Background: an optimization exercise with open tools, aiming at small area, a short achievable clock period and few clock cycles per item. Do not read the settings as production practice.
In this exercise RTL edits were held to simulation tests only and were not proved equivalent to the original.

==> flow/design.v <==
module SHA1_hash (
	clk,
	nreset,
	start_hash,
	message_addr,
	message_size,
	hash,
	done,
	port_A_data_in,
	port_A_data_out,
	port_A_addr,
	port_A_we
	);
input          clk;
input          nreset;
input          start_hash;
input  [31:0]  message_addr;
input  [31:0]  message_size;
output [159:0] hash;
output         done;
output [31:0]  port_A_data_in;
input  [31:0]  port_A_data_out;
output [15:0]  port_A_addr;
output         port_A_we;
reg         busy, done, first;
reg  [6:0]  p;
reg         isT1, isT12, cld, rot, memsel, adinc, is15;
reg         fch, fpar, fmaj;
reg         xiv, x30, xa, nfirst;
reg  [31:0] Kv, IVv;        
reg  [31:0] A, B, C, D, F, J;
reg  [31:0] H0, H1, H2, H3, H4;
reg  [511:0] W;              
reg  [13:0] addr;
reg  [7:0]  wc;              
reg         over;            
reg  [1:0]  sz;              
reg  [3:0]  blk;             
assign port_A_we      = 1'b0;
assign port_A_data_in = 32'h0;
assign port_A_addr    = {addr, 2'b00};
assign hash           = {H0, H1, H2, H3, H4};
wire start_go = start_hash & ~busy;
wire [6:0] pinc = (p == 7'd81) ? 7'd0 : p + 7'd1;
function [1:0] rng;
	input [6:0] q;
	rng = (q < 20) ? 2'd0 : (q < 40) ? 2'd1 : (q < 60) ? 2'd2 : 2'd3;
endfunction
always @(posedge clk) begin
	if (start_go) begin
		p      <= 7'd78;
		isT1   <= 1'b0;
		isT12  <= 1'b0;
		cld    <= 1'b0;
		rot    <= 1'b1;
		x30    <= 1'b0;
		memsel <= 1'b0;
		adinc  <= 1'b0;
		is15   <= 1'b0;
		fch    <= 1'b0;
		fpar   <= 1'b1;
		fmaj   <= 1'b0;
		xiv    <= 1'b1;
		xa     <= 1'b0;
		nfirst <= 1'b0;
		Kv     <= 32'hca62c1d6;
		IVv    <= 32'hc3d2e1f0;
	end else begin
		p      <= pinc;
		isT1   <= (p == 7'd81);
		isT12  <= (p == 7'd81) || (p == 7'd0);
		cld    <= (p == 7'd80) || (p == 7'd81);
		rot    <= (p >= 7'd77);
		x30    <= !(first && !isT1) && (p >= 7'd77) && (p <= 7'd79);
		memsel <= (p == 7'd81) || (p <= 7'd14);
		adinc  <= (p >= 7'd80) || (p <= 7'd13);
		is15   <= (p == 7'd14);
		fch    <= (rng(p) == 2'd0);
		fpar   <= (rng(p) == 2'd1) || (rng(p) == 2'd3);
		fmaj   <= (rng(p) == 2'd2);
		case (rng(p))
			2'd0:    Kv <= 32'h5a827999;
			2'd1:    Kv <= 32'h6ed9eba1;
			2'd2:    Kv <= 32'h8f1bbcdc;
			default: Kv <= 32'hca62c1d6;
		endcase
		xiv    <= first && !isT1;
		xa     <= !(first && !isT1) && ((p == 7'd80) || (p == 7'd81));
		nfirst <= !(first && !isT1);
		IVv    <= (p == 7'd81) ? 32'h67452301 : (p == 7'd80) ? 32'hefcdab89 :
		          (p == 7'd79) ? 32'h98badcfe : (p == 7'd78) ? 32'h10325476 :
		          32'hc3d2e1f0;
	end
end
wire [6:0] nbs = message_size[9:3] + 7'd1;    
always @(posedge clk or negedge nreset) begin
	if (!nreset) begin
		busy <= 1'b0;
		done <= 1'b0;
	end else if (start_go) begin
		busy <= 1'b1;
		done <= 1'b0;
	end else if (busy && isT1 && !first && blk == 4'd0) begin
		busy <= 1'b0;
		done <= 1'b1;
	end
end
always @(posedge clk) begin
	if (start_go) begin
		first <= 1'b1;
		blk   <= nbs[6:3];
	end else if (isT1) begin
		first <= 1'b0;
		if (!first && blk != 4'd0)
			blk <= blk - 4'd1;
	end
end
always @(posedge clk) begin
	if (start_go)
		addr <= message_addr[15:2];
	else if (adinc)
		addr <= addr + 14'd1;
end
always @(posedge clk) begin
	if (start_go) begin
		wc   <= message_size[9:2];
		over <= 1'b0;
		sz   <= message_size[1:0];
	end else if (memsel) begin
		if (wc == 8'd0)
			over <= 1'b1;
		else
			wc <= wc - 8'd1;
	end
end
wire [31:0] mbe = {port_A_data_out[7:0], port_A_data_out[15:8],
                   port_A_data_out[23:16], port_A_data_out[31:24]};
reg  [31:0] mmask, mpad;
always @* begin
	if (over) begin
		mmask = 32'h0;
		mpad  = 32'h0;
	end else if (wc == 8'd0) begin
		case (sz)
			2'd0: begin mmask = 32'h00000000; mpad = 32'h80000000; end
			2'd1: begin mmask = 32'hff000000; mpad = 32'h00800000; end
			2'd2: begin mmask = 32'hffff0000; mpad = 32'h00008000; end
			default: begin mmask = 32'hffffff00; mpad = 32'h00000080; end
		endcase
	end else begin
		mmask = 32'hffffffff;
		mpad  = 32'h0;
	end
end
wire        islen = is15 && blk == 4'd0;
wire [31:0] wlen  = islen ? {19'd0, message_size[9:0], 3'd0} : 32'h0;
wire [31:0] wmem  = (mbe & mmask) | mpad | wlen;
wire [31:0] wx  = W[447:416] ^ W[287:256] ^ W[95:64] ^ W[31:0];
wire [31:0] wnw = memsel ? wmem : {wx[30:0], wx[31]};
always @(posedge clk)
	W <= {wnw, W[511:32]};
wire [31:0] Cr = {B[1:0], B[31:2]};            
wire [31:0] fv = ({32{fch}}  & ((A & Cr) | (~A & C))) |
                 (({32{fpar}} & A) ^ ({32{fpar}} & Cr) ^ ({32{fpar}} & C)) |
                 ({32{fmaj}} & ((A & Cr) | (A & C) | (Cr & C)));
wire [31:0] Xv   = ({32{x30}} & {A[1:0], A[31:2]}) | ({32{xa}} & A);
wire [31:0] Hop  = ({32{nfirst}} & H4) | ({32{xiv}} & IVv);
wire [31:0] hsum, Anew, Jn;
sha1_add32 u_hadd (.a(Hop), .b(Xv), .s(hsum));
sha1_add3  u_aadd (.a({A[26:0], A[31:27]}), .b(F), .c(J), .s(Anew));
sha1_add3  u_jadd (.a(D), .b(Kv), .c(W[511:480]), .s(Jn));
always @(posedge clk) begin
	A <= isT12 ? H0 : Anew;
	B <= isT1 ? {H1[29:0], H1[31:30]} : A;
	C <= cld ? H2 : Cr;
	D <= C;
	F <= fv;
	J <= Jn;
end
always @(posedge clk) begin
	if (busy && rot) begin
		H0 <= hsum;
		H1 <= H0;
		H2 <= H1;
		H3 <= H2;
		H4 <= H3;
	end
end
endmodule
module sha1_add3 (a, b, c, s);
input  [31:0] a, b, c;
output [31:0] s;
wire [31:0] cs, cc;
wire [31:0] bc;
sha1_xor #(32) u_bc (.a(b), .b(c), .y(bc));
sha1_xor #(32) u_s  (.a(a), .b(bc), .y(cs));
sha1_maj  u_c (.a(a), .b(b), .c(c), .y(cc));
sha1_add32 u_add (.a(cs), .b({cc[30:0], 1'b0}), .s(s));
endmodule
module sha1_add32 (a, b, s);
input  [31:0] a, b;
output [31:0] s;
wire [31:0] g0, p0, g1, g2, g3, g4, g5;
wire [31:2] p1;
wire [31:4] p2;
wire [31:8] p3;
wire [31:16] p4;
sha1_and #(32) u_g (.a(a), .b(b), .y(g0));
sha1_xor #(32) u_p (.a(a), .b(b), .y(p0));
assign g1[0] = g0[0];
sha1_ao  #(31) u_g1 (.g(g0[31:1]),  .p(p0[31:1]),  .c(g0[30:0]), .y(g1[31:1]));
sha1_and #(30) u_p1 (.a(p0[31:2]),  .b(p0[30:1]),  .y(p1[31:2]));
assign g2[1:0] = g1[1:0];
sha1_ao  #(30) u_g2 (.g(g1[31:2]),  .p(p1[31:2]),  .c(g1[29:0]), .y(g2[31:2]));
sha1_and #(28) u_p2 (.a(p1[31:4]),  .b(p1[29:2]),  .y(p2[31:4]));
assign g3[3:0] = g2[3:0];
sha1_ao  #(28) u_g3 (.g(g2[31:4]),  .p(p2[31:4]),  .c(g2[27:0]), .y(g3[31:4]));
sha1_and #(24) u_p3 (.a(p2[31:8]),  .b(p2[27:4]),  .y(p3[31:8]));
assign g4[7:0] = g3[7:0];
sha1_ao  #(24) u_g4 (.g(g3[31:8]),  .p(p3[31:8]),  .c(g3[23:0]), .y(g4[31:8]));
sha1_and #(16) u_p4 (.a(p3[31:16]), .b(p3[23:8]),  .y(p4[31:16]));
assign g5[15:0] = g4[15:0];
sha1_ao  #(16) u_g5 (.g(g4[31:16]), .p(p4[31:16]), .c(g4[15:0]), .y(g5[31:16]));
assign s[0] = p0[0];
sha1_xor #(31) u_s (.a(p0[31:1]), .b(g5[30:0]), .y(s[31:1]));
endmodule
module sha1_and (a, b, y);
parameter N = 32;
input  [N-1:0] a, b;
output [N-1:0] y;
assign y = a & b;
endmodule
module sha1_xor (a, b, y);
parameter N = 32;
input  [N-1:0] a, b;
output [N-1:0] y;
assign y = a ^ b;
endmodule
module sha1_ao (g, p, c, y);
parameter N = 32;
input  [N-1:0] g, p, c;
output [N-1:0] y;
assign y = g | (p & c);
endmodule
module sha1_maj (a, b, c, y);
input  [31:0] a, b, c;
output [31:0] y;
assign y = (a & b) | (a & c) | (b & c);
endmodule
==> flow/flow/run.sh <==
#!/bin/bash
# The standard layout, with the port buffers made as buf_1 cells instead of
# the resizer's default choice (a delay buffer). Full output in standard.log.
set -e
export BUFFER_PORTS_ARGS="-buffer_cell sky130_fd_sc_hd__buf_1"
bash standard.sh > standard.log 2>&1
==> flow/standard.sh <==
#!/bin/bash
# synth_recipe.tcl (not shown) runs the flow's synth.tcl, then flattens the netlist and writes it again
# the make line also repeats each setting of config.mk as NAME=value (left out here)
make -C /OpenROAD-flow-scripts/flow DESIGN_CONFIG=/design/flow/config.mk WORK_HOME=/design/flow/orfs CLKGATE_MAP_FILE= SYNTH_SCRIPT=/design/flow/synth_recipe.tcl "${@:-finish}"
==> flow/config.mk <==
export PLATFORM = sky130hd
export DESIGN_NAME = SHA1_hash
export DESIGN_NICKNAME = SHA1_hash
export VERILOG_FILES = /design/flow/design.v
export SDC_FILE = /design/flow/constraint.sdc
export NUM_CORES = 4
export LEC_CHECK = 0
export CAP_MARGIN = 20
export CORE_MARGIN = 2
export CORE_UTILIZATION = 45
export CTS_CLUSTER_DIAMETER = 70
export CTS_CLUSTER_SIZE = 28
export PLACE_DENSITY = 0.6
export SETUP_SLACK_MARGIN = 3.6
export SLEW_MARGIN = 20
export SYNTH_HIERARCHICAL = 1
export SYNTH_MINIMUM_KEEP_SIZE = 0
==> flow/constraint.sdc <==
create_clock -name core_clock -period 6.3 [get_ports {clk}]
set_input_delay 1.2600 -clock core_clock [delete_from_list [all_inputs] [get_ports {clk}]]
set_output_delay 1.2600 -clock core_clock [all_outputs]
set_load 0.01 [all_outputs]
==> results.txt, run 1 <==
- Min Hold Slack: 323 ps
- Final period util: 41.7%
- Commonest cells after routing, fill and taps aside: 680 x dfxtp_1, 377 x and2_1, 372 x a21o_1
- Clock Skews: 29.4 ps
- Port bufs: 233
- Via Count: 22,500
- Die area: 0.0820 sq mm
- Maximum root-to-sink buffer count: 3
- Cell chosen for the clock root: clkbuf_16
- Core ar.: 0.0790 sq mm
- Clock sink count: 933
- Final Wtd Congestion: 0.923
- WP buf/inv: 1
- Worst EP required: 5040 ps
- Initial DRC Count: 1,357
- Met2 wire length: 45,600 microns
- Ys Warns: 7
- DRC viols: 0
- Non-filler cells, final: 4,368
- Worst path slowest cell: edfxtp_1
- I/O Pins: 309
- Cts bufs inserted: 51
- Max-slew headroom: 29.8%
- WP depth: 1
- GRT Residual Overflow: 0
- Critical path fanouts, max: 3
- Hold-fix buffers, CTS: 0
- Startpoint Class: register
- Final antenna-violating net count: 0
- Kind of cell adding the most delay to the critical path: flip-flops
- H-tree levels: 2
- Commonest non-fill, non-tap cell in the layout: dfxtp_1
- Hold crit path type: reg -> reg
- Met1 WL: 42,300 microns
- Cells on Worst Hold Path: 0
- Layout Nets: 3,401
- R2R depth: 10
- Row count: 103
- Pins Over Slew Limit: 0
- # setup viols final: 0
- WL final: 93,700 microns
- Chip height: 286 microns
- Initial core utilization: 45.4%
- Area growth syn-to-layout: 12.6%
- Metal3 WL: 3530 microns
- Kind of critical path: reg -> out
- FILL cells: 7,004
- Cell breakdown of the critical path: buf_1
- Vias in the first global route: 22,500
- Area of the multi-input gates: 0.0154 sq mm
- Worst-Skew Late Latency: 640 ps
- Shortest period the worst path allows: 2630 ps
- Finished Core Util: 51.2%
- Drt first pass iters: 5
- Routed wire per std cell: 21.4 microns
- CP max stage delay: 540 ps
- All-Layer GR Usage: 22.3%
- Hold Violations, Final: 0
- Reg area: 0.0207 sq mm
- CTS tree: yes
- Synthesized area per cell: 11.9 sq um
- Clock transition at path regs: 100 ps
- Highest routed layer: met4
- Endpoint class of the critical path: output pin
- Die W: 286 microns
- Layout cells sized above 1: 13.2%
- Slew @ Worst Pin: 1050 ps
- Placed Cells: 4,253
- Synth Cell Area: 0.0359 sq mm
- Final HPWL DP: 71,400 microns
- Vias per Instance: 5.16
- Fin Setup TNS: 0 ps
- CP Data Arrival Time: 1370 ps
- Initial antenna violation count: 2
- RSZ-0062 raised after global routing: true
- Pin count of the biggest net entering global routing: 83
- Fmax: 0.380 GHz
- First-pass GRT wire length: 138,000 microns
- Max Cap Violations: 0
- Outcome: finished clean
- Syn Inst Count: 3,013
==> layout make-up <==
cell class	instances	share of cell area (%)
clock inverter	31	1.11
inverter	16	0.149
timing repair buffer	276	3.08
antenna	2	0.0124
clock buffer	52	3.17
tap	1050	3.25
multi-input combinational	2008	38.1
sequential	933	51.2
==> registers in the layout (all words and copies together) (netlist names), 8 cells and up <==
| name | cells |
|---|---|
| W | 512 |
| A | 32 |
| B | 32 |
| C | 32 |
| D | 32 |
| F | 32 |
| H0 | 32 |
| H1 | 32 |
| H2 | 32 |
| H3 | 32 |
| H4 | 32 |
| J | 32 |
| addr | 14 |
| Kv | 13 |
| wc | 8 |
==> metrics by stage <==
step	worst slack, ps	instance area [sq um]
after CTS	3560	39700
after global routing	3560	40400
after floorplan	3870	36000
final	3670	40400
after detailed placement	3120	37800
after global placement	3160	37800
==> worst register-to-register path, stage by stage, from the launching register on <==
cell	delay (ps)
dfxtp_2	370
xor2_1	190
xor2_1	300
xor2_2	290
and2_1	220
and2_1	190
and2_1	180
and2_1	130
a21o_1	230
xor2_2	140
mux2_2	280
==> worst paths after layout <==
kind / startpoint / end / slack, ps
hold reg to reg: W[203] / W[171] / 320
min in group asynchronous: nreset / busy / 410
setup reg to reg: F[21] / A[25] / 3670
hold / removal: W[203] / W[171] / 320
setup / recovery: H2[25] / hash[89] / 3670
max in group asynchronous: nreset / done / 5770
==> metal layers <==
layer	vias to the layer above	global-route usage [%]
met5	-	0
met2	456	38.1
met1	11200	29.9
met3	114	2.77
li1	10800	-
met4	0	5.65
==> what timing repair did <==
action                                  4_1_cts  5_1_grt
endpoints found under the setup margin       62       48
resized for setup                            52      100
hold endpoints to repair                      0        0
buffers inserted                              5       25
pin swaps                                     3       24
Testbench counts, summed over its fixed seeds: cycles 68,472, messages 96.
==> run 2: changes to the inputs <==
--- a/flow/config.mk
+++ b/flow/config.mk
@@ -11,5 +11,5 @@
 export CTS_CLUSTER_DIAMETER = 70
-export CTS_CLUSTER_SIZE = 28
+export CTS_CLUSTER_SIZE = 34
 export PLACE_DENSITY = 0.6
-export SETUP_SLACK_MARGIN = 3.6
+export SETUP_SLACK_MARGIN = 3.9
 export SLEW_MARGIN = 20
==> run 2 against run 1 <==
- still clean on timing, DRC and antenna
- via count increased by 5.2%
- cell area up 9.8%
- wire length grew 6.4%
- count of clock-buffer cells in the layout did not move
- first-iteration DRC count grew 6.2%
- final cell count grew 6.2%
- maximum frequency grew 1.6%
- critical endpoint is now A[27]
- highest routed layer unchanged
==> results.txt, run 2 <==
- Worst-Skew Late Latency: 630 ps (was 640 ps)
- Kind of critical path: reg -> reg (was reg -> out)
- Pins Over Slew Limit: 0 (unchanged)
- Worst R2R Setup Slack: 3710 ps (was 3670 ps)
- Slew @ Worst Pin: 866 ps (was 1050 ps)
- Die area: 0.0820 sq mm (unchanged)
- Clock transition at path regs: 110 ps (was 100 ps)
- CP max stage delay: 420 ps (was 540 ps)
- Cells on Worst Hold Path: 0 (unchanged)
- I/O Pins: 309 (unchanged)
- Port bufs: 233 (unchanged)
- Critical path fanouts, max: 9 (was 3)
- Ys Warns: 7 (unchanged)
- Endpoint class of the critical path: register (was output pin)
- Die W: 286 microns (unchanged)
- Final period util: 41.0% (was 41.7%)
- Core ar.: 0.0790 sq mm (unchanged)
- Shortest period the worst path allows: 2590 ps (was 2630 ps)
- Crit Reg-Reg Startpoint: A[1] (was F[21])
- Vias per Instance: 5.11 (was 5.16)
- Initial core utilization: 45.4% (unchanged)
- Hold-fix buffers, CTS: 0 (unchanged)
- Max Cap Violations: 0 (unchanged)
- Hold crit path type: reg -> reg (unchanged)
- Final antenna-violating net count: 0 (unchanged)
- Outcome: finished clean (unchanged)
- WL final: 99,600 microns (was 93,700 microns)
- Hold Path Origin: W[361] (was W[203])
- DRC viols: 0 (unchanged)
- Drt first pass iters: 5 (unchanged)
- Worst EP required: 6830 ps (was 5040 ps)
- All-Layer GR Usage: 23.2% (was 22.3%)
- Commonest non-fill, non-tap cell in the layout: dfxtp_1 (unchanged)
- Startpoint Class: register (unchanged)
- CP most frequent cell: a21o_1
- RR Endpoint: A[27] (was A[25])
- Biggest register: W (unchanged)
- Worst path slowest cell: dfxtp_4 (was edfxtp_1)
- Routed wire per std cell: 21.5 microns (was 21.4 microns)
- End of the worst hold path: W[329] (was W[171])
- Synthesized area per cell: 11.9 sq um (unchanged)
- Via Count: 23,700 (was 22,500)
- Chip height: 286 microns (unchanged)
- Largest register FFs: 512 (unchanged)
- Layout cells sized above 1: 31.2% (was 13.2%)
- First-pass GRT wire length: 144,000 microns (was 138,000 microns)
- Row count: 103 (unchanged)
- H-tree levels: 2 (unchanged)
- Initial antenna violation count: 7 (was 2)
- Pin count of the biggest net entering global routing: 62 (was 83)
- RSZ-0062 raised after global routing: true (unchanged)
- CTS tree: yes (unchanged)
- Cts bufs inserted: 50 (was 51)
- Clock sink count: 933 (unchanged)
- Initial DRC Count: 1,441 (was 1,357)
- Vias in the first global route: 23,600 (was 22,500)
- Clock Skews: 33.4 ps (was 29.4 ps)
- Layout Nets: 3,666 (was 3,401)
- Area growth syn-to-layout: 23.7% (was 12.6%)
- CP Data Arrival Time: 3120 ps (was 1370 ps)
- FILL cells: 6,595 (was 7,004)
- Area of the multi-input gates: 0.0167 sq mm (was 0.0154 sq mm)
- Hold Violations, Final: 0 (unchanged)
- Cell breakdown of the critical path: maj3_2 -> and2_1 -> a21o_1 -> a21o_1 -> a21o_1 -> a21o_1 -> a21o_1 -> xor2_2 -> mux2_2 (was buf_1)
- Fmax: 0.387 GHz (was 0.380 GHz)
- GRT Residual Overflow: 0 (unchanged)
- Final HPWL DP: 71,300 microns (was 71,400 microns)
- R2R depth: 9 (was 10)
- Cell chosen for the clock root: clkbuf_16 (unchanged)
- Final Wtd Congestion: 0.914 (was 0.923)
- Commonest cells after routing, fill and taps aside: 639 x dfxtp_1, 362 x a21o_1, 288 x buf_4 (was 680 x dfxtp_1, 377 x and2_1, 372 x a21o_1)
- Fin Setup TNS: 0 ps (unchanged)
- # setup viols final: 0 (unchanged)
- Max-slew headroom: 42.2% (was 29.8%)
- Maximum root-to-sink buffer count: 3 (unchanged)
- Synth Cell Area: 0.0359 sq mm (unchanged)
- Reg area: 0.0208 sq mm (was 0.0207 sq mm)
- Syn Inst Count: 3,013 (unchanged)
run 2: critical path, delay by kind of cell, from the launching register on:
family	cells	cell delay, ps
compound gates	5	1070
flops	1	420
xor+xnor	1	210
simple gates	1	180
fa+ha+maj	1	340
mux	1	270
run 2: final cells by class:
type | count | area share (%)
inverters | 16 | 0.135
multi-input cells | 2008 | 37.6
repair buffers | 542 | 8.11
diodes | 2 | 0.0113
well taps | 1050 | 2.96
clock inverters | 34 | 1.36
clock buffers | 52 | 2.91
flip-flops and latches | 933 | 46.9
run 2: stage by stage:
| step | hold WS (ps) | instances | util, % | worst slack [ps] | area, sq um |
|---|---|---|---|---|---|
| after detailed placement | 312 | 4255 | 47.9 | 3170 | 37800 |
| after global routing | 330 | 4635 | 56.2 | 3630 | 44400 |
| after global placement | 310 | 4255 | 47.9 | 3190 | 37800 |
| after CTS | 330 | 4555 | 53.7 | 3730 | 42400 |
| final | 320 | 4637 | 56.2 | 3710 | 44400 |
| after floorplan | 310 | 3056 | - | 3960 | 36000 |
run 2: layer usage:
metal / share of wire (%) / track usage (%) / up-vias
li1: - / - / 11200
met1: 44 / 31.0 / 11800
met2: 49 / 40.1 / 557
met3: 3.8 / 2.37 / 141
met4: 3.2 / 6.60 / 0
met5: 0 / 0 / -
run 2: timing repair:
item,in CTS,in global routing
setup buffers,214,77
endpoints found under the setup margin,263,244
endpoints found under the hold margin,0,0
cloned,0,3
gates resized for setup,283,370
pin swaps,111,145
run 2: how the worst max path moves through the flow:
stage | from | end | slack [ps] | depth (start not counted)
after floorplan | start_hash | blk[0] | 3960 | 4
final | A[1] | A[27] | 3710 | 9
after detailed placement | xa | H0[29] | 3170 | 8
after global placement | xa | H0[17] | 3190 | 8
after CTS | H2[4] | hash[68] | 3730 | 1
after global routing | J[30] | A[31] | 3630 | 10
==> run 3: changes to the inputs <==
--- a/flow/config.mk
+++ b/flow/config.mk
@@ -13,3 +13,3 @@
 export PLACE_DENSITY = 0.6
-export SETUP_SLACK_MARGIN = 3.9
+export SETUP_SLACK_MARGIN = 3.3
 export SLEW_MARGIN = 20
==> run 3 against run 2 <==
- setup slack worse by 290 ps
- synthesized cell count stayed put
- via count down 5.8%
- wire length down 8.1%
- critical endpoint is now A[25]
- sequential share of layout area grew 4.8 points
- final cell count decreased by 6.3%
- flip-flop and latch count stayed put
- largest cell class unchanged
- global-route usage shrank 1.1 points
==> results.txt, run 3 <==
- Largest register FFs: 512 (unchanged)
- Worst-Skew Late Latency: 640 ps (was 630 ps)
- # setup viols final: 0 (unchanged)
- Non-filler cells, final: 4,345 (was 4,637)
- Worst EP required: 6890 ps (was 6830 ps)
- Hold-fix buffers, CTS: 0 (unchanged)
- Clock transition at path regs: 110 ps (about the same)
- Layout cells sized above 1: 8.84% (was 31.2%)
- Final antenna-violating net count: 0 (unchanged)
- Port bufs: 233 (unchanged)
- Final period util: 45.7% (was 41.0%)
- GRT Residual Overflow: 0 (unchanged)
- Vias per Instance: 5.14 (was 5.11)
- Critical path fanouts, max: 9 (unchanged)
- Post-DP Area: 0.0378 sq mm (about the same)
- Hold crit path type: reg -> reg (unchanged)
- Pins Over Slew Limit: 0 (unchanged)
- Maximum root-to-sink buffer count: 3 (unchanged)
- I/O Pins: 309 (unchanged)
- Core ar.: 0.0790 sq mm (unchanged)
- Via Count: 22,300 (was 23,700)
- Initial DRC Count: 1,340 (was 1,441)
- Cts bufs inserted: 50 (unchanged)
- Routed wire per std cell: 21.1 microns (was 21.5 microns)
- Endpoint class of the critical path: register (unchanged)
- Max-slew headroom: 28.6% (was 42.2%)
- Row count: 103 (unchanged)
- DRC viols: 0 (unchanged)
- Biggest register: W (unchanged)
- All-Layer GR Usage: 22.1% (was 23.2%)
- Pin count of the biggest net entering global routing: 78 (was 62)
- Chip height: 286 microns (unchanged)
- Synth Cell Area: 0.0359 sq mm (unchanged)
- Layout Nets: 3,370 (was 3,666)
- Die W: 286 microns (unchanged)
- Drt first pass iters: 6 (was 5)
- Initial antenna violation count: 1 (was 7)
- Startpoint Class: register (unchanged)
- Initial core utilization: 45.4% (unchanged)
- Final instance area: 0.0398 sq mm (was 0.0444 sq mm)
- CTS tree: yes (unchanged)
- RSZ-0062 raised after global routing: false (was true)
- Kind of critical path: reg -> reg (unchanged)
- Hold Violations, Final: 0 (unchanged)
- Clock Skews: 37.6 ps (was 33.4 ps)
- Commonest non-fill, non-tap cell in the layout: dfxtp_1 (unchanged)
- Slew @ Worst Pin: 1070 ps (was 866 ps)
- Setup Fix Bufs, Post-CTS: 0 (was 214)
- Clock sink count: 933 (unchanged)
- Final Wtd Congestion: 0.939 (was 0.914)
- Ys Warns: 7 (unchanged)
- Area growth syn-to-layout: 11.0% (was 23.7%)
- CP Data Arrival Time: 3470 ps (was 3120 ps)
- Synthesized area per cell: 11.9 sq um (unchanged)
- H-tree levels: 2 (unchanged)
- Shortest period the worst path allows: 2880 ps (was 2590 ps)
- Syn Inst Count: 3,013 (unchanged)
- First-pass GRT wire length: 138,000 microns (was 144,000 microns)
- Finished Core Util: 50.4% (was 56.2%)
- WL final: 91,500 microns (was 99,600 microns)
- Vias in the first global route: 22,600 (was 23,600)
- Final HPWL DP: 70,900 microns (was 71,300 microns)
- Fmax: 0.347 GHz (was 0.387 GHz)
- Fin Setup TNS: 0 ps (unchanged)
- Commonest cells after routing, fill and taps aside: 732 x dfxtp_1, 382 x and2_1, 376 x xor2_1 (was 639 x dfxtp_1, 362 x a21o_1, 288 x buf_4)
- Max Cap Violations: 0 (unchanged)
- Placed Cells: 4,253 (was 4,255)
- Outcome: finished clean (unchanged)
- Die area: 0.0820 sq mm (unchanged)
- Resized cells post-CTS: 2 (was 283)
- Cell chosen for the clock root: clkbuf_16 (unchanged)
## run 3: changes by cell type in the layout (fill, tap and decap cells not counted), moves of 12 or more
cell | previous run | this run
and2_1 | 280 | 382
dfxtp_1 | 639 | 732
dfxtp_2 | 54 | 10
buf_6 | 21 | 0
buf_4 | 288 | 13
buf_1 | 80 | 233
and2_4 | 102 | 1
xor2_4 | 12 | 0
a22o_4 | 24 | 0
a22o_1 | 8 | 32
xor2_1 | 237 | 376
dfxtp_4 | 50 | 1
xor2_2 | 129 | 2
clkbuf_2 | 142 | 0
## run 3: worst paths after layout
check	startpoint	endpoint	slack, ps	cells past startpoint
max in group asynchronous	nreset	busy	5760	1
worst min register to register	W[381]	W[349]	310	0
worst min-delay path	W[381]	W[349]	310	0
min in group asynchronous	nreset	done	410	1
worst max register to register	A[18]	A[25]	3420	9
worst max-delay path	A[18]	A[25]	3420	9
## run 3: critical path: stages (launching register included)
cell and delay, ps:
dfxtp_1 630, maj3_2 300, xor2_1 410, and2_1 240, and2_1 170, and2_1 200, and2_1 140, a21o_1 220
xor2_1 300, mux2_2 210
## run 3: layout make-up
type | count | area [sq um]
sequential | 933 | 20600
multi-input combinational | 2008 | 14900
fill | 7028 | 39200
tap | 1050 | 1310
inverter | 16 | 60.1
clock buffer | 53 | 1300
timing repair buffer | 246 | 972
clock inverter | 35 | 662
antenna | 4 | 10.0
## run 3: stage by stage
stage / hold slack (ps) / setup slack [ps]
6_report: 313 / 3420
5_1_grt: 308 / 3300
4_1_cts: 316 / 3330
3_5_place_dp: 312 / 3170
3_3_place_gp: 310 / 3180
2_1_floorplan: 310 / 3500
## run 3: routing by layer
| layer | wire (microns) | vias up | track usage (%) |
|---|---|---|---|
| li1 | - | 10800 | - |
| met1 | 41500 | 11000 | 29.7 |
| met2 | 44000 | 460 | 37.5 |
| met3 | 3280 | 122 | 2.48 |
| met4 | 2770 | 0 | 6.75 |
| met5 | 0 | - | 0 |
==> run 4: changes to the inputs <==
--- a/flow/config.mk
+++ b/flow/config.mk
@@ -13,3 +13,3 @@
 export PLACE_DENSITY = 0.6
-export SETUP_SLACK_MARGIN = 3.3
+export SETUP_SLACK_MARGIN = 3.7
 export SLEW_MARGIN = 20
==> run 4 against run 3 <==
- die area did not move
- critical path depth did not move
==> results.txt, run 4 <==
- Met3 Usage GRT: 2.69% (was 2.48%)
- Final period util: 41.5% (was 45.7%)
- RSZ-0062 raised after global routing: true (was false)
- WL final: 95,300 microns (was 91,500 microns)
- Post-DP Area: 0.0378 sq mm (unchanged)
- Initial antenna violation count: 2 (was 1)
- Row count: 103 (unchanged)
- Syn Inst Count: 3,013 (unchanged)
- Endpoint class of the critical path: register (unchanged)
- Min Hold Slack: 308 ps (was 313 ps)
- Die W: 286 microns (unchanged)
- Max-slew headroom: 30.2% (was 28.6%)
- Synth Cell Area: 0.0359 sq mm (unchanged)
- Final HPWL DP: 71,400 microns (was 70,900 microns)
- Die area: 0.0820 sq mm (unchanged)
- CTS tree: yes (unchanged)
- Final instance area: 0.0416 sq mm (was 0.0398 sq mm)
- FILL cells: 6,914 (was 7,028)
- DRC viols: 0 (unchanged)
- Kind of critical path: reg -> reg (unchanged)
- Maximum root-to-sink buffer count: 3 (unchanged)
- Area growth syn-to-layout: 15.8% (was 11.0%)
- Critical path fanouts, max: 9 (unchanged)
- H-tree levels: 2 (unchanged)
- Layout cells sized above 1: 17.9% (was 8.84%)
- Clock transition at path regs: 110 ps (about the same)
- Layout Nets: 3,475 (was 3,370)
- GRT Residual Overflow: 0 (unchanged)
- Core ar.: 0.0790 sq mm (unchanged)
- Final Wtd Congestion: 0.923 (was 0.939)
- Hold Path Origin: W[203] (was W[381])
- Crit Reg-Reg Startpoint: A[27] (was A[18])
- Cts bufs inserted: 48 (was 50)
- Chip height: 286 microns (unchanged)
- Initial DRC Count: 1,438 (was 1,340)
- Hold crit path type: reg -> reg (unchanged)
- Synthesized area per cell: 11.9 sq um (unchanged)
- Commonest cells after routing, fill and taps aside: 656 x dfxtp_1, 368 x a21o_1, 357 x and2_1 (was 732 x dfxtp_1, 382 x and2_1, 376 x xor2_1)
- Pre-CTS WS: 3120 ps (was 3170 ps)
- Fin Setup TNS: 0 ps (unchanged)
- Worst EP required: 6820 ps (was 6890 ps)
- Final antenna-violating net count: 0 (unchanged)
- Outcome: finished clean (unchanged)
- Initial core utilization: 45.4% (unchanged)
- Commonest non-fill, non-tap cell in the layout: dfxtp_1 (unchanged)
- Biggest register: W (unchanged)
- Pins Over Slew Limit: 0 (unchanged)
- First-pass GRT wire length: 140,000 microns (was 138,000 microns)
- Drt first pass iters: 5 (was 6)
- Crit path from: A[27] (was A[18])
- Routed wire per std cell: 21.4 microns (was 21.1 microns)
- Pin count of the biggest net entering global routing: 83 (was 78)
- Vias in the first global route: 22,700 (was 22,600)
- Grt met1 use: 30.4% (was 29.7%)
- Slew @ Worst Pin: 1050 ps (was 1070 ps)
- I/O Pins: 309 (unchanged)
- Ys Warns: 7 (unchanged)
- Finished Core Util: 52.6% (was 50.4%)
- Met2 Resource Use GR: 38.2% (was 37.5%)
- Vias per Instance: 5.15 (was 5.14)
- Shortest period the worst path allows: 2620 ps (was 2880 ps)
- Setup WS post-layout: 3680 ps (was 3420 ps)
- Max Cap Violations: 0 (unchanged)
- Via Count: 22,900 (was 22,300)
- Largest register FFs: 512 (unchanged)
- Port bufs: 233 (unchanged)
- CP Data Arrival Time: 3140 ps (was 3470 ps)
- Startpoint Class: register (unchanged)
- Fmax: 0.382 GHz (was 0.347 GHz)
- # setup viols final: 0 (unchanged)
- Busiest grt layer: met2 (unchanged)
- Clock Skews: 39.5 ps (was 37.6 ps)
- Cell chosen for the clock root: clkbuf_16 (unchanged)
- All-Layer GR Usage: 22.5% (was 22.1%)
- Worst-Skew Late Latency: 640 ps (about the same)
- Hold Violations, Final: 0 (unchanged)
- Clock sink count: 933 (unchanged)
==> run 4: area by class of cell <==
type,count,area (sq um),share of cell area (%)
inverters,16,60.1,0.145
multi-input cells,2008,15800,37.9
flip-flops and latches,933,20800,49.9
well taps,1050,1310,3.16
clock buffers,50,1230,2.96
clock inverters,32,557,1.34
diodes,4,10.0,0.0241
repair buffers,353,1870,4.49
==> run 4: per-layer routing <==
layer / routed length (microns) / up-vias
li1: - / 10900
met3: 3590 / 136
met1: 42900 / 11400
met5: 0 / -
met4: 2470 / 0
met2: 46300 / 515
==> run 4: worst max-delay path: stages, from the launching register on <==
cell and delay, ps:
dfxtp_4 430, maj3_2 340, and2_1 160, a21o_1 190
a21o_1 200, a21o_4 250, a21o_1 200, a21o_1 220
xor2_2 210, mux2_4 300
==> run 4: stage by stage <==
stage	std cells
after floorplan	3056
after global placement	4253
after detailed placement	4253
after CTS	4380
after global routing	4442
final	4446
==> run 4: path summary, 6_finish.rpt <==
kind | end | slack, ps | cells past startpoint
worst max-delay path | A[31] | 3680 | 9
worst min-delay path | W[171] | 310 | 0
worst max register to register | A[31] | 3680 | 9
worst min register to register | W[171] | 310 | 0
max in group asynchronous | done | 5760 | 1
min in group asynchronous | busy | 410 | 1
==> run 4: timing repair <==
action                     in CTS  in global routing
hold buffers                    0                  0
pin swaps                      22                 79
gates cloned                    0                  0
setup buffers                  45                 62
resized for setup              93                174
setup endpoints to repair      86                 73
==> run 5: changes to the inputs <==
--- a/flow/config.mk
+++ b/flow/config.mk
@@ -9,7 +9,7 @@
 export CORE_MARGIN = 2
-export CORE_UTILIZATION = 45
+export CORE_UTILIZATION = 55
 export CTS_CLUSTER_DIAMETER = 70
 export CTS_CLUSTER_SIZE = 34
-export PLACE_DENSITY = 0.6
-export SETUP_SLACK_MARGIN = 3.7
+export PLACE_DENSITY = 0.65
+export SETUP_SLACK_MARGIN = 3.6
 export SLEW_MARGIN = 20
==> run 5 against run 4 <==
- non-clock buffer count down 83
- maximum frequency down 1.8%
- synthesized cell count unchanged
- synthesized area unchanged
- hold slack better by 9.0 ps
- global-route usage up 4.0 points
- still clean
==> results.txt, run 5 <==
- Final antenna-violating net count: 0 (unchanged)
- Clock sink count: 933 (unchanged)
- FILL cells: 5,187 (was 6,914)
- Hold crit path type: reg -> reg (unchanged)
- Fin Setup TNS: 0 ps (unchanged)
- Pins Over Slew Limit: 0 (unchanged)
- CP max stage delay: 570 ps (was 430 ps)
- WL final: 90,900 microns (was 95,300 microns)
- Capture point of the worst path: hash[85] (was A[31])
- I/O Pins: 309 (unchanged)
- Maximum root-to-sink buffer count: 3 (unchanged)
- Hold Violations, Final: 0 (unchanged)
- Vias in the first global route: 22,500 (was 22,700)
- R2R depth: 9 (unchanged)
- Area growth syn-to-layout: 11.4% (was 15.8%)
- Drt first pass iters: 5 (unchanged)
- Final HPWL DP: 68,900 microns (was 71,400 microns)
- Die area: 0.0673 sq mm (was 0.0820 sq mm)
- Min Hold Slack: 317 ps (was 308 ps)
- Routed wire per std cell: 21.9 microns (was 21.4 microns)
- DRC viols: 0 (unchanged)
- Crit Reg-Reg Startpoint: x30 (was A[27])
- Kind of cell adding the most delay to the critical path: flip-flops (was compound AO/OA/AOI/OAI gates)
- Worst EP required: 5040 ps (was 6820 ps)
- First-pass GRT wire length: 135,000 microns (was 140,000 microns)
- H-tree levels: 2 (unchanged)
- Initial core utilization: 55.7% (was 45.4%)
- Cell breakdown of the critical path: buf_1 (was maj3_2 -> and2_1 -> a21o_1 -> a21o_1 -> a21o_4 -> a21o_1 -> a21o_1 -> xor2_2 -> mux2_4)
- WP buf/inv: 1 (was 0)
- Commonest non-fill, non-tap cell in the layout: dfxtp_1 (unchanged)
- RSZ-0062 raised after global routing: true (unchanged)
- Port bufs: 233 (unchanged)
- Endpoint class of the critical path: output pin (was register)
- Setup WS post-layout: 3640 ps (was 3680 ps)
- CTS tree: yes (unchanged)
- Ys Warns: 7 (unchanged)
- WP depth: 1 (was 9)
- Syn Inst Count: 3,013 (unchanged)
- Finished Core Util: 62.0% (was 52.6%)
- Startpoint Class: register (unchanged)
- Slew @ Worst Pin: 1050 ps (about the same)
- Initial DRC Count: 1,582 (was 1,438)
- GRT Residual Overflow: 0 (unchanged)
- Max-slew headroom: 30.2% (about the same)
- Layout cells sized above 1: 12.8% (was 17.9%)
- Shortest period the worst path allows: 2660 ps (was 2620 ps)
- Via Count: 22,400 (was 22,900)
- CP Data Arrival Time: 1400 ps (was 3140 ps)
- Cts bufs inserted: 46 (was 48)
- Pin count of the biggest net entering global routing: 76 (was 83)
- Biggest register: W (unchanged)
- Outcome: finished clean (unchanged)
- Die W: 259 microns (was 286 microns)
- Worst path slowest cell: edfxtp_1 (was dfxtp_4)
- Kind of critical path: reg -> out (was reg -> reg)
- # setup viols final: 0 (unchanged)
- Fmax: 0.375 GHz (was 0.382 GHz)
- RR Endpoint: H0[30] (was A[31])
- Row count: 93 (was 103)
- Initial antenna violation count: 1 (was 2)
- Synthesized area per cell: 11.9 sq um (unchanged)
- Clock Skews: 38.7 ps (was 39.5 ps)
- Worst R2R Setup Slack: 3650 ps (was 3680 ps)
- Clock transition at path regs: 110 ps (about the same)
- Cell chosen for the clock root: clkbuf_16 (unchanged)
- Final period util: 42.3% (was 41.5%)
- Largest register FFs: 512 (unchanged)
- Final Wtd Congestion: 0.960 (was 0.923)
- Synth Cell Area: 0.0359 sq mm (unchanged)
- Hold-fix buffers, CTS: 0 (unchanged)
- Core ar.: 0.0645 sq mm (was 0.0790 sq mm)
- All-Layer GR Usage: 26.5% (was 22.5%)
- Worst-Skew Late Latency: 640 ps (about the same)
- Chip height: 259 microns (was 286 microns)
- Commonest cells after routing, fill and taps aside: 679 x dfxtp_1, 376 x and2_1, 373 x a21o_1 (was 656 x dfxtp_1, 368 x a21o_1, 357 x and2_1)
- Max Cap Violations: 0 (unchanged)
- Pre-CTS WS: 3190 ps (was 3120 ps)
- Vias per Instance: 5.38 (was 5.15)
- Critical path fanouts, max: 3 (was 9)
- Crit path from: H2[21] (was A[27])
- Layout Nets: 3,390 (was 3,475)
==> run 5: final cells by class <==
cell class	count	area (sq um)	area share (%)
Antenna cell	3	7.51	0.0188
Clock buffer	48	1200	3.01
Clock inverter	27	435	1.09
Inverter	16	60.1	0.150
Multi-Input combinational cell	2008	15300	38.4
Sequential cell	933	20700	51.8
Tap cell	855	1070	2.68
Timing Repair Buffer	270	1160	2.89
==> run 5: metal layers <==
layer / vias up / wire [microns] / GRT usage (%)
met1: 11000 / 40900 / 35.9
met2: 520 / 43600 / 44.6
li1: 10700 / - / -
met5: - / 0 / 0
met4: 0 / 2530 / 7.85
met3: 128 / 3900 / 3.16
==> run 5: metrics by stage <==
| stage | instance area [sq um] | std cells |
|---|---|---|
| after floorplan | 36000 | 3056 |
| after global placement | 37600 | 4058 |
| after detailed placement | 37600 | 4058 |
| after CTS | 39300 | 4133 |
| after global routing | 39900 | 4157 |
| final | 40000 | 4160 |
==> run 5: worst min-delay path by stage <==
| stage | start | to | slack, ps | cells past startpoint |
|---|---|---|---|---|
| final | W[165] | W[133] | 320 | 0 |
| after global routing | W[165] | W[133] | 320 | 0 |
| after CTS | W[165] | W[133] | 310 | 0 |
| after detailed placement | W[121] | W[89] | 310 | 0 |
| after global placement | W[462] | W[430] | 310 | 0 |
| after floorplan | W[32] | W[0] | 310 | 0 |
==> run 5: timing repair <==
action | 4_1_cts | 5_1_grt
gates resized for setup | 31 | 112
endpoints found under the setup margin | 54 | 40
hold endpoints to repair | 0 | 0
buffers inserted | 0 | 24
pin swaps | 0 | 31
==> run 6: changes to the inputs <==
--- a/flow/config.mk
+++ b/flow/config.mk
@@ -9,6 +9,6 @@
 export CORE_MARGIN = 2
-export CORE_UTILIZATION = 55
+export CORE_UTILIZATION = 45
 export CTS_CLUSTER_DIAMETER = 70
 export CTS_CLUSTER_SIZE = 34
-export PLACE_DENSITY = 0.65
+export PLACE_DENSITY = 0.72
 export SETUP_SLACK_MARGIN = 3.6
==> run 6 against run 5 <==
- still clean
- first-iteration DRC count fell by 19%
- die area rose by 22%
- maximum frequency fell by 2.0%
==> results.txt, run 6 <==
- Pin count of the biggest net entering global routing: 78 (was 76)
- CTS tree: yes (unchanged)
- Maximum root-to-sink buffer count: 3 (unchanged)
- Die area: 0.0820 sq mm (was 0.0673 sq mm)
- Commonest non-fill, non-tap cell in the layout: dfxtp_1 (unchanged)
- Hold crit path type: reg -> reg (unchanged)
- Initial antenna violation count: 2 (was 1)
- Cell chosen for the clock root: clkbuf_16 (unchanged)
- Kind of critical path: reg -> reg (was reg -> out)
- Core ar.: 0.0790 sq mm (was 0.0645 sq mm)
- Clock sink count: 933 (unchanged)
- WL final: 85,000 microns (was 90,900 microns)
- DRC viols: 0 (unchanged)
- Met2 wire length: 40,300 microns (was 43,600 microns)
- Worst EP required: 6820 ps (was 5040 ps)
- RSZ-0062 raised after global routing: true (unchanged)
- Commonest cells after routing, fill and taps aside: 691 x dfxtp_1, 381 x and2_1, 371 x a21o_1 (was 679 x dfxtp_1, 376 x and2_1, 373 x a21o_1)
- Startpoint Class: register (unchanged)
- Layout Nets: 3,368 (was 3,390)
- Pre-CTS WS: 3080 ps (was 3190 ps)
- Endpoint class of the critical path: register (was output pin)
- Area of the multi-input gates: 0.0151 sq mm (was 0.0153 sq mm)
- FILL cells: 6,967 (was 5,187)
- Finished Core Util: 50.5% (was 62.0%)
- Crit path from: A[30] (was H2[21])
- Outcome: finished clean (unchanged)
- Worst-Skew Late Latency: 630 ps (was 640 ps)
- Critical path fanouts, max: 9 (was 3)
- Syn Inst Count: 3,013 (unchanged)
- Fmax: 0.368 GHz (was 0.375 GHz)
- Fin Setup TNS: 0 ps (unchanged)
- Layout cells sized above 1: 11.0% (was 12.8%)
- # diodes: 0 (was 3)
- H-tree levels: 2 (unchanged)
- Cts bufs inserted: 45 (was 46)
- Crit Reg-Reg Startpoint: A[30] (was x30)
- Biggest register: W (unchanged)
- Row count: 103 (was 93)
- Shortest period the worst path allows: 2720 ps (was 2660 ps)
- Vias per Instance: 5.10 (was 5.38)
- Area growth syn-to-layout: 11.1% (was 11.4%)
- Hold Path Origin: W[324] (was W[165])
- Routed wire per std cell: 19.6 microns (was 21.9 microns)
- Metal3 WL: 3170 microns (was 3900 microns)
- Hold-fix buffers, CTS: 0 (unchanged)
- Chip height: 286 microns (was 259 microns)
- Final Wtd Congestion: 0.969 (was 0.960)
- Hold Violations, Final: 0 (unchanged)
- Final antenna-violating net count: 0 (unchanged)
- Initial core utilization: 45.4% (was 55.7%)
- Drt first pass iters: 5 (unchanged)
- Via Count: 22,100 (was 22,400)
- Max-slew headroom: 42.1% (was 30.2%)
- Pins Over Slew Limit: 0 (unchanged)
- Post-DP Area: 0.0378 sq mm (was 0.0376 sq mm)
- Slew @ Worst Pin: 866 ps (was 1050 ps)
- First-pass GRT wire length: 126,000 microns (was 135,000 microns)
- Synthesized area per cell: 11.9 sq um (unchanged)
- Die W: 286 microns (was 259 microns)
- Met1 WL: 37,900 microns (was 40,900 microns)
- Initial DRC Count: 1,287 (was 1,582)
- Final period util: 43.2% (was 42.3%)
- Vias in the first global route: 21,600 (was 22,500)
- Reg area: 0.0207 sq mm (about the same)
- GRT Residual Overflow: 0 (unchanged)
- Synth Cell Area: 0.0359 sq mm (unchanged)
- All-Layer GR Usage: 20.2% (was 26.5%)
- Setup WS post-layout: 3580 ps (was 3640 ps)
- Max Cap Violations: 0 (unchanged)
- Final instance area: 0.0399 sq mm (was 0.0400 sq mm)
- Ys Warns: 7 (unchanged)
- Clock transition at path regs: 120 ps (was 110 ps)
- Worst R2R Setup Slack: 3580 ps (was 3650 ps)
- Port bufs: 233 (unchanged)
- Highest routed layer: met5 (was met4)
- CP Data Arrival Time: 3240 ps (was 1400 ps)
- Largest register FFs: 512 (unchanged)
- # setup viols final: 0 (unchanged)
- Final HPWL DP: 64,500 microns (was 68,900 microns)
- Clock Skews: 39.7 ps (was 38.7 ps)
- I/O Pins: 309 (unchanged)
-- run 6: path summary, 6_finish.rpt --
kind                       cells past startpoint     end
max                                            9   A[29]
min                                            0  W[292]
max reg2reg                                    9   A[29]
min reg2reg                                    0  W[292]
max in group asynchronous                      1    done
min in group asynchronous                      1    busy
-- run 6: through the flow --
step	std cells	hold WS, ps
6_report	4336	327
5_1_grt	4336	324
4_1_cts	4331	321
3_5_place_dp	4251	312
3_3_place_gp	4251	310
2_1_floorplan	3056	310
-- run 6: critical path, cell delays in order (launching register included) --
cell and delay [ps]:
dfxtp_2 450, maj3_2 390, xor2_2 220, and2_1 220
a21o_1 200, a21o_1 210, a21o_1 210, a21o_1 220
xor2_1 210, mux2_2 290
-- run 6: routing by layer --
layer	up-vias	global-route usage, %
li1	10700	-
met1	10800	26.4
met2	495	34.1
met3	152	2.51
met4	2	7.81
met5	-	0
-- run 6: cell type report --
cell class	count	area share, %
clock buffers	52	3.07
multi-input cells	2008	37.9
clock inverters	28	1.22
well taps	1050	3.30
flip-flops and latches	933	51.8
repair buffers	249	2.54
inverters	16	0.151
-- run 6: repair_timing --
action,in CTS,in global routing
pin swaps,0,9
resized for setup,20,78
buffers inserted,0,5
setup endpoints to repair,54,37
==> run 7: changes to the inputs <==
--- a/flow/config.mk
+++ b/flow/config.mk
@@ -12,3 +12,3 @@
 export CTS_CLUSTER_SIZE = 34
-export PLACE_DENSITY = 0.72
+export PLACE_DENSITY = 0.5
 export SETUP_SLACK_MARGIN = 3.6
==> run 7 against run 6 <==
- still clean on timing, DRC and antenna
- global-route usage grew 2.9 points
- first-iteration DRC count fell by 3.8%
- wire length increased by 14%
- synthesized area stayed put
- flip-flop and latch count is the same
- count of clock-buffer cells in the layout is 1 higher
- non-clock buffer count rose by 23
- clock skew up 0.59 ps
- setup slack improved by 71 ps
- final cell count increased by 0.74%
- register-to-register slack better by 70 ps
- critical path depth is 1 higher
- critical path type unchanged
- largest cell class unchanged
==> results.txt, run 7 <==
- Final Wtd Congestion: 1.01 (was 0.969)
- Worst EP required: 6800 ps (was 6820 ps)
- Ys Warns: 7 (unchanged)
- First-pass GRT wire length: 142,000 microns (was 126,000 microns)
- Commonest non-fill, non-tap cell in the layout: dfxtp_1 (unchanged)
- Pins Over Slew Limit: 0 (unchanged)
- Routed wire per std cell: 22.1 microns (was 19.6 microns)
- Initial DRC Count: 1,238 (was 1,287)
- Final period util: 42.0% (was 43.2%)
- Biggest register: W (unchanged)
- Fmax: 0.378 GHz (was 0.368 GHz)
- Area growth syn-to-layout: 12.9% (was 11.1%)
- Hold Violations, Final: 0 (unchanged)
- Largest register FFs: 512 (unchanged)
- WL final: 96,700 microns (was 85,000 microns)
- Synth Cell Area: 0.0359 sq mm (unchanged)
- Hold crit path type: reg -> reg (unchanged)
- Pre-CTS WS: 3280 ps (was 3080 ps)
- Port bufs: 233 (unchanged)
- Kind of critical path: reg -> reg (unchanged)
- Layout Nets: 3,396 (was 3,368)
- Commonest cells after routing, fill and taps aside: 677 x dfxtp_1, 377 x and2_1, 369 x a21o_1 (was 691 x dfxtp_1, 381 x and2_1, 371 x a21o_1)
- Non-filler cells, final: 4,368 (was 4,336)
- Clock transition at path regs: 120 ps (about the same)
- Area of the multi-input gates: 0.0154 sq mm (was 0.0151 sq mm)
- Pin count of the biggest net entering global routing: 72 (was 78)
- Outcome: finished clean (unchanged)
- Die area: 0.0820 sq mm (unchanged)
- Final antenna-violating net count: 0 (unchanged)
- Chip height: 286 microns (unchanged)
- Clock sink count: 933 (unchanged)
- Synthesized area per cell: 11.9 sq um (unchanged)
- Cell chosen for the clock root: clkbuf_16 (unchanged)
- Placed Cells: 4,254 (was 4,251)
- Die W: 286 microns (unchanged)
- FILL cells: 7,027 (was 6,967)
- Critical path fanouts, max: 4 (was 9)
- Max Cap Violations: 0 (unchanged)
- RSZ-0062 raised after global routing: true (unchanged)
- Max-slew headroom: 33.3% (was 42.1%)
- Worst R2R Setup Slack: 3650 ps (was 3580 ps)
- Fin Setup TNS: 0 ps (unchanged)
- Via Count: 22,600 (was 22,100)
- Worst-Skew Late Latency: 650 ps (was 630 ps)
- I/O Pins: 309 (unchanged)
- Slew @ Worst Pin: 1000 ps (was 866 ps)
- H-tree levels: 2 (unchanged)
- Layout cells sized above 1: 13.2% (was 11.0%)
- Startpoint Class: register (unchanged)
- CP Data Arrival Time: 3150 ps (was 3240 ps)
- Vias in the first global route: 22,900 (was 21,600)
- Row count: 103 (unchanged)
- Vias per Instance: 5.17 (was 5.10)
- Syn Inst Count: 3,013 (unchanged)
- Initial antenna violation count: 1 (was 2)
- Core ar.: 0.0790 sq mm (unchanged)
- Shortest period the worst path allows: 2650 ps (was 2720 ps)
- Drt first pass iters: 7 (was 5)
- CTS tree: yes (unchanged)
- DRC viols: 0 (unchanged)
- Maximum root-to-sink buffer count: 3 (unchanged)
- Clock Skews: 40.3 ps (was 39.7 ps)
- Endpoint class of the critical path: register (unchanged)
- # setup viols final: 0 (unchanged)
- Min Hold Slack: 327 ps (about the same)
- Initial core utilization: 45.4% (unchanged)
- GRT Residual Overflow: 0 (unchanged)
- All-Layer GR Usage: 23.1% (was 20.2%)
- Reg area: 0.0207 sq mm (about the same)
- Final HPWL DP: 72,900 microns (was 64,500 microns)
- Cts bufs inserted: 50 (was 45)
- Setup WS post-layout: 3650 ps (was 3580 ps)
==> run 7: repair_timing <==
action,CTS,global route
hold buffers,0,0
endpoints found under the setup margin,52,55
gates resized for setup,50,107
buffers inserted,1,24
endpoints found under the hold margin,0,0
pin swaps,1,26
==> run 7: worst paths after layout <==
path	start	end	depth (start not counted)
setup / recovery	F[3]	A[30]	10
hold / removal	W[55]	W[23]	0
setup reg to reg	F[3]	A[30]	10
hold reg to reg	W[55]	W[23]	0
max in group asynchronous	nreset	done	1
min in group asynchronous	nreset	busy	1
==> run 7: metrics by stage <==
| stage | area [sq um] | utilization (%) |
|---|---|---|
| after global routing | 40500 | 51.3 |
| after CTS | 39800 | 50.4 |
| after global placement | 37800 | 47.9 |
| final | 40500 | 51.3 |
| after detailed placement | 37800 | 47.9 |
| after floorplan | 36000 | - |
==> run 7: cell type report <==
type	count	share of cell area (%)
Sequential cell	933	51.1
Multi-Input combinational cell	2008	38.0
Tap cell	1050	3.24
Clock buffer	53	3.19
Timing Repair Buffer	272	3.02
Clock inverter	33	1.34
Inverter	16	0.148
Antenna cell	3	0.0185
==> run 7: per-layer routing <==
metal | part of all wire (%) | global-route usage (%) | wire length [microns]
met5 | 0 | 0 | 0
met1 | 46 | 31.5 | 44300
met2 | 47 | 38.4 | 45700
met4 | 3.6 | 8.01 | 3510
met3 | 3.3 | 2.11 | 3160
==> run 7: worst max-delay path, stage by stage, from the launching register on <==
cell,delay [ps]
dfxtp_1,390
xor2_1,230
xor2_1,240
xor2_1,140
a21o_1,240
a21o_1,190
a21o_1,210
a21o_1,220
a21o_1,200
xor2_1,190
mux2_2,270
==> run 8: changes to the inputs <==
--- a/flow/config.mk
+++ b/flow/config.mk
@@ -12,3 +12,3 @@
 export CTS_CLUSTER_SIZE = 34
-export PLACE_DENSITY = 0.5
+export PLACE_DENSITY = 0.6
 export SETUP_SLACK_MARGIN = 3.6
==> run 8 against run 7 <==
- final cell count about the same
- first-iteration DRC count up 7.5%
- setup slack improved by 19 ps
- die area is the same
- synthesized area is the same
- largest cell class unchanged
- highest routed layer unchanged
- hold slack worse by 19 ps
- wire length down 3.1%
- critical endpoint is now hash[86]
==> results.txt, run 8 <==
- Chip height: 286 microns (unchanged)
- Setup WS post-layout: 3670 ps (was 3650 ps)
- Die area: 0.0820 sq mm (unchanged)
- Vias in the first global route: 22,500 (was 22,900)
- Kind of critical path: reg -> out (was reg -> reg)
- Largest register FFs: 512 (unchanged)
- Pre-CTS WS: 3120 ps (was 3280 ps)
- CP Data Arrival Time: 1370 ps (was 3150 ps)
- Clock transition at path regs: 110 ps (was 120 ps)
- Shortest period the worst path allows: 2630 ps (was 2650 ps)
- Cell breakdown of the critical path: buf_1 (was xor2_1 -> xor2_1 -> xor2_1 -> a21o_1 -> a21o_1 -> a21o_1 -> a21o_1 -> a21o_1 -> xor2_1 -> mux2_2)
- Synth Cell Area: 0.0359 sq mm (unchanged)
- Initial core utilization: 45.4% (unchanged)
- # diodes: 0 (was 3)
- Worst path slowest cell: edfxtp_1 (was dfxtp_1)
- DRC viols: 0 (unchanged)
- Core ar.: 0.0790 sq mm (unchanged)
- Fmax: 0.380 GHz (was 0.378 GHz)
- Capture point of the worst path: hash[86] (was A[30])
- Non-filler cells, final: 4,371 (was 4,368)
- Final HPWL DP: 71,400 microns (was 72,900 microns)
- Routed wire per std cell: 21.4 microns (was 22.1 microns)
- Pins Over Slew Limit: 0 (unchanged)
- Port bufs: 233 (unchanged)
- WP depth: 1 (was 10)
- Hold Violations, Final: 0 (unchanged)
- Synthesized area per cell: 11.9 sq um (unchanged)
- Cells on Worst Hold Path: 0 (unchanged)
- Biggest register: W (unchanged)
- Initial antenna violation count: 1 (unchanged)
- WL final: 93,700 microns (was 96,700 microns)
- Commonest cells after routing, fill and taps aside: 675 x dfxtp_1, 376 x and2_1, 372 x a21o_1 (was 677 x dfxtp_1, 377 x and2_1, 369 x a21o_1)
- Ys Warns: 7 (unchanged)
- Syn Inst Count: 3,013 (unchanged)
- Maximum root-to-sink buffer count: 3 (unchanged)
- All-Layer GR Usage: 22.3% (was 23.1%)
- Max-slew headroom: 29.6% (was 33.3%)
- Fin Setup TNS: 0 ps (unchanged)
- First-pass GRT wire length: 138,000 microns (was 142,000 microns)
- Cell chosen for the clock root: clkbuf_16 (unchanged)
- Final period util: 41.7% (was 42.0%)
- Worst EP required: 5040 ps (was 6800 ps)
- H-tree levels: 2 (unchanged)
- Row count: 103 (unchanged)
- CP max stage delay: 540 ps (was 390 ps)
- Kind of cell adding the most delay to the critical path: flip-flops (was compound AO/OA/AOI/OAI gates)
- Hold crit path type: reg -> reg (unchanged)
- Area growth syn-to-layout: 13.0% (was 12.9%)
- WP buf/inv: 1 (was 0)
- Initial DRC Count: 1,331 (was 1,238)
- Placed Cells: 4,253 (was 4,254)
- Die W: 286 microns (unchanged)
- Drt first pass iters: 5 (was 7)
- Endpoint class of the critical path: output pin (was register)
- RSZ-0062 raised after global routing: false (was true)
- RR Endpoint: A[28] (was A[30])
- GRT Residual Overflow: 0 (unchanged)
- Clock Skews: 38.4 ps (was 40.3 ps)
- Worst-Skew Late Latency: 650 ps (about the same)
- Crit Reg-Reg Startpoint: A[0] (was F[3])
- Cts bufs inserted: 48 (was 50)
- Layout cells sized above 1: 13.6% (was 13.2%)
- Slew @ Worst Pin: 1060 ps (was 1000 ps)
- Startpoint Class: register (unchanged)
- Outcome: finished clean (unchanged)
- I/O Pins: 309 (unchanged)
- Hold-fix buffers, CTS: 0 (unchanged)
- Final Wtd Congestion: 0.923 (was 1.01)
- Critical path fanouts, max: 3 (was 4)
- Commonest non-fill, non-tap cell in the layout: dfxtp_1 (unchanged)
- Max Cap Violations: 0 (unchanged)
- Worst R2R Setup Slack: 3680 ps (was 3650 ps)
- Vias per Instance: 5.17 (about the same)
- Pin count of the biggest net entering global routing: 83 (was 72)
- Finished Core Util: 51.3% (about the same)
- CTS tree: yes (unchanged)
- Final antenna-violating net count: 0 (unchanged)
- Clock sink count: 933 (unchanged)
- Via Count: 22,600 (about the same)
- Crit path from: H2[22] (was F[3])
- R2R depth: 10 (unchanged)
- Layout Nets: 3,404 (was 3,396)
- # setup viols final: 0 (unchanged)
- FILL cells: 7,005 (was 7,027)
[run 8: worst min path at each step]
stage | endpoint | slack, ps | start
CTS | W[171] | 300 | W[203]
finish | W[373] | 310 | W[405]
global route | W[373] | 310 | W[405]
detailed placement | W[66] | 310 | W[98]
global placement | W[432] | 310 | W[464]
floorplan | W[0] | 310 | W[32]
[run 8: layout make-up]
class	instances	area (sq um)	area share (%)
flip-flops and latches	933	20700	51.1
multi-input cells	2008	15400	38.0
clock buffers	50	1230	3.03
repair buffers	282	1280	3.17
clock inverters	32	557	1.37
well taps	1050	1310	3.24
inverters	16	60.1	0.148
[run 8: routing by layer]
metal,GRT usage [%],up-vias,part of all wire [%]
li1,-,10800,-
met1,29.9,11200,45
met2,38.1,475,49
met3,2.81,129,3.4
met4,5.46,0,2.5
met5,0,-,0
[run 8: repair_timing]
| action | in CTS | in global routing |
|---|---|---|
| resized for setup | 48 | 114 |
| setup endpoints to repair | 65 | 47 |
| pin swaps | 3 | 35 |
| setup buffers | 8 | 28 |
[run 8: per-stage QoR]
| step | instance area, sq um | hold slack [ps] |
|---|---|---|
| 2_1_floorplan | 36000 | 310 |
| 3_3_place_gp | 37800 | 310 |
| 3_5_place_dp | 37800 | 312 |
| 4_1_cts | 39800 | 301 |
| 5_1_grt | 40500 | 307 |
| 6_report | 40500 | 309 |

## static timing again, ports no longer ideal
The flow's constraints put no driver on any port. The routed layouts listed below were extracted and timed again, unchanged, in two steps.
Step 1 (the two cells are an assumption about what drives the block):
set clk [get_ports {clk}]
set_driving_cell -lib_cell sky130_fd_sc_hd__clkbuf_16 $clk
set_driving_cell -lib_cell sky130_fd_sc_hd__buf_2 [delete_from_list [all_inputs] $clk]
Step 2 also shifts input and output timing later by t, the mid clock arrival at the registers, as if the neighbouring blocks saw the same clock.
a / b / c = no drivers / after step 1 / after step 2; a / b = the first two.
run	t (ns)	slack for setup (ns)	worst hold slack (ns)	worst setup path after step 2	slew at the worst register clock pin (ns)
run 1	0.696	3.672 / 3.600 / 3.544	0.323 / 0.323 / 0.323	input to register	0.10 / 0.10
run 2	0.698	3.714 / 3.655 / 3.481	0.320 / 0.320 / 0.320	input to register	0.12 / 0.12
run 3	0.692	3.420 / 3.420 / 3.420	0.313 / 0.313 / 0.313	register to register	0.12 / 0.12
run 4	0.696	3.684 / 3.656 / 3.524	0.308 / 0.308 / 0.308	input to register	0.12 / 0.12
run 5	0.690	3.635 / 3.568 / 3.519	0.317 / 0.317 / 0.317	input to register	0.12 / 0.12
run 6	0.670	3.580 / 3.580 / 3.517	0.327 / 0.327 / 0.327	input to register	0.12 / 0.12
run 7	0.696	3.651 / 3.592 / 3.530	0.327 / 0.327 / 0.327	input to register	0.12 / 0.12
run 8	0.695	3.671 / 3.600 / 3.520	0.309 / 0.309 / 0.309	input to register	0.12 / 0.12
After both steps setup and hold are still met in every run listed. For run 2, which loses most, drivers alone change the setup slack by -0.059 ns; drivers and shift together by -0.233 ns.
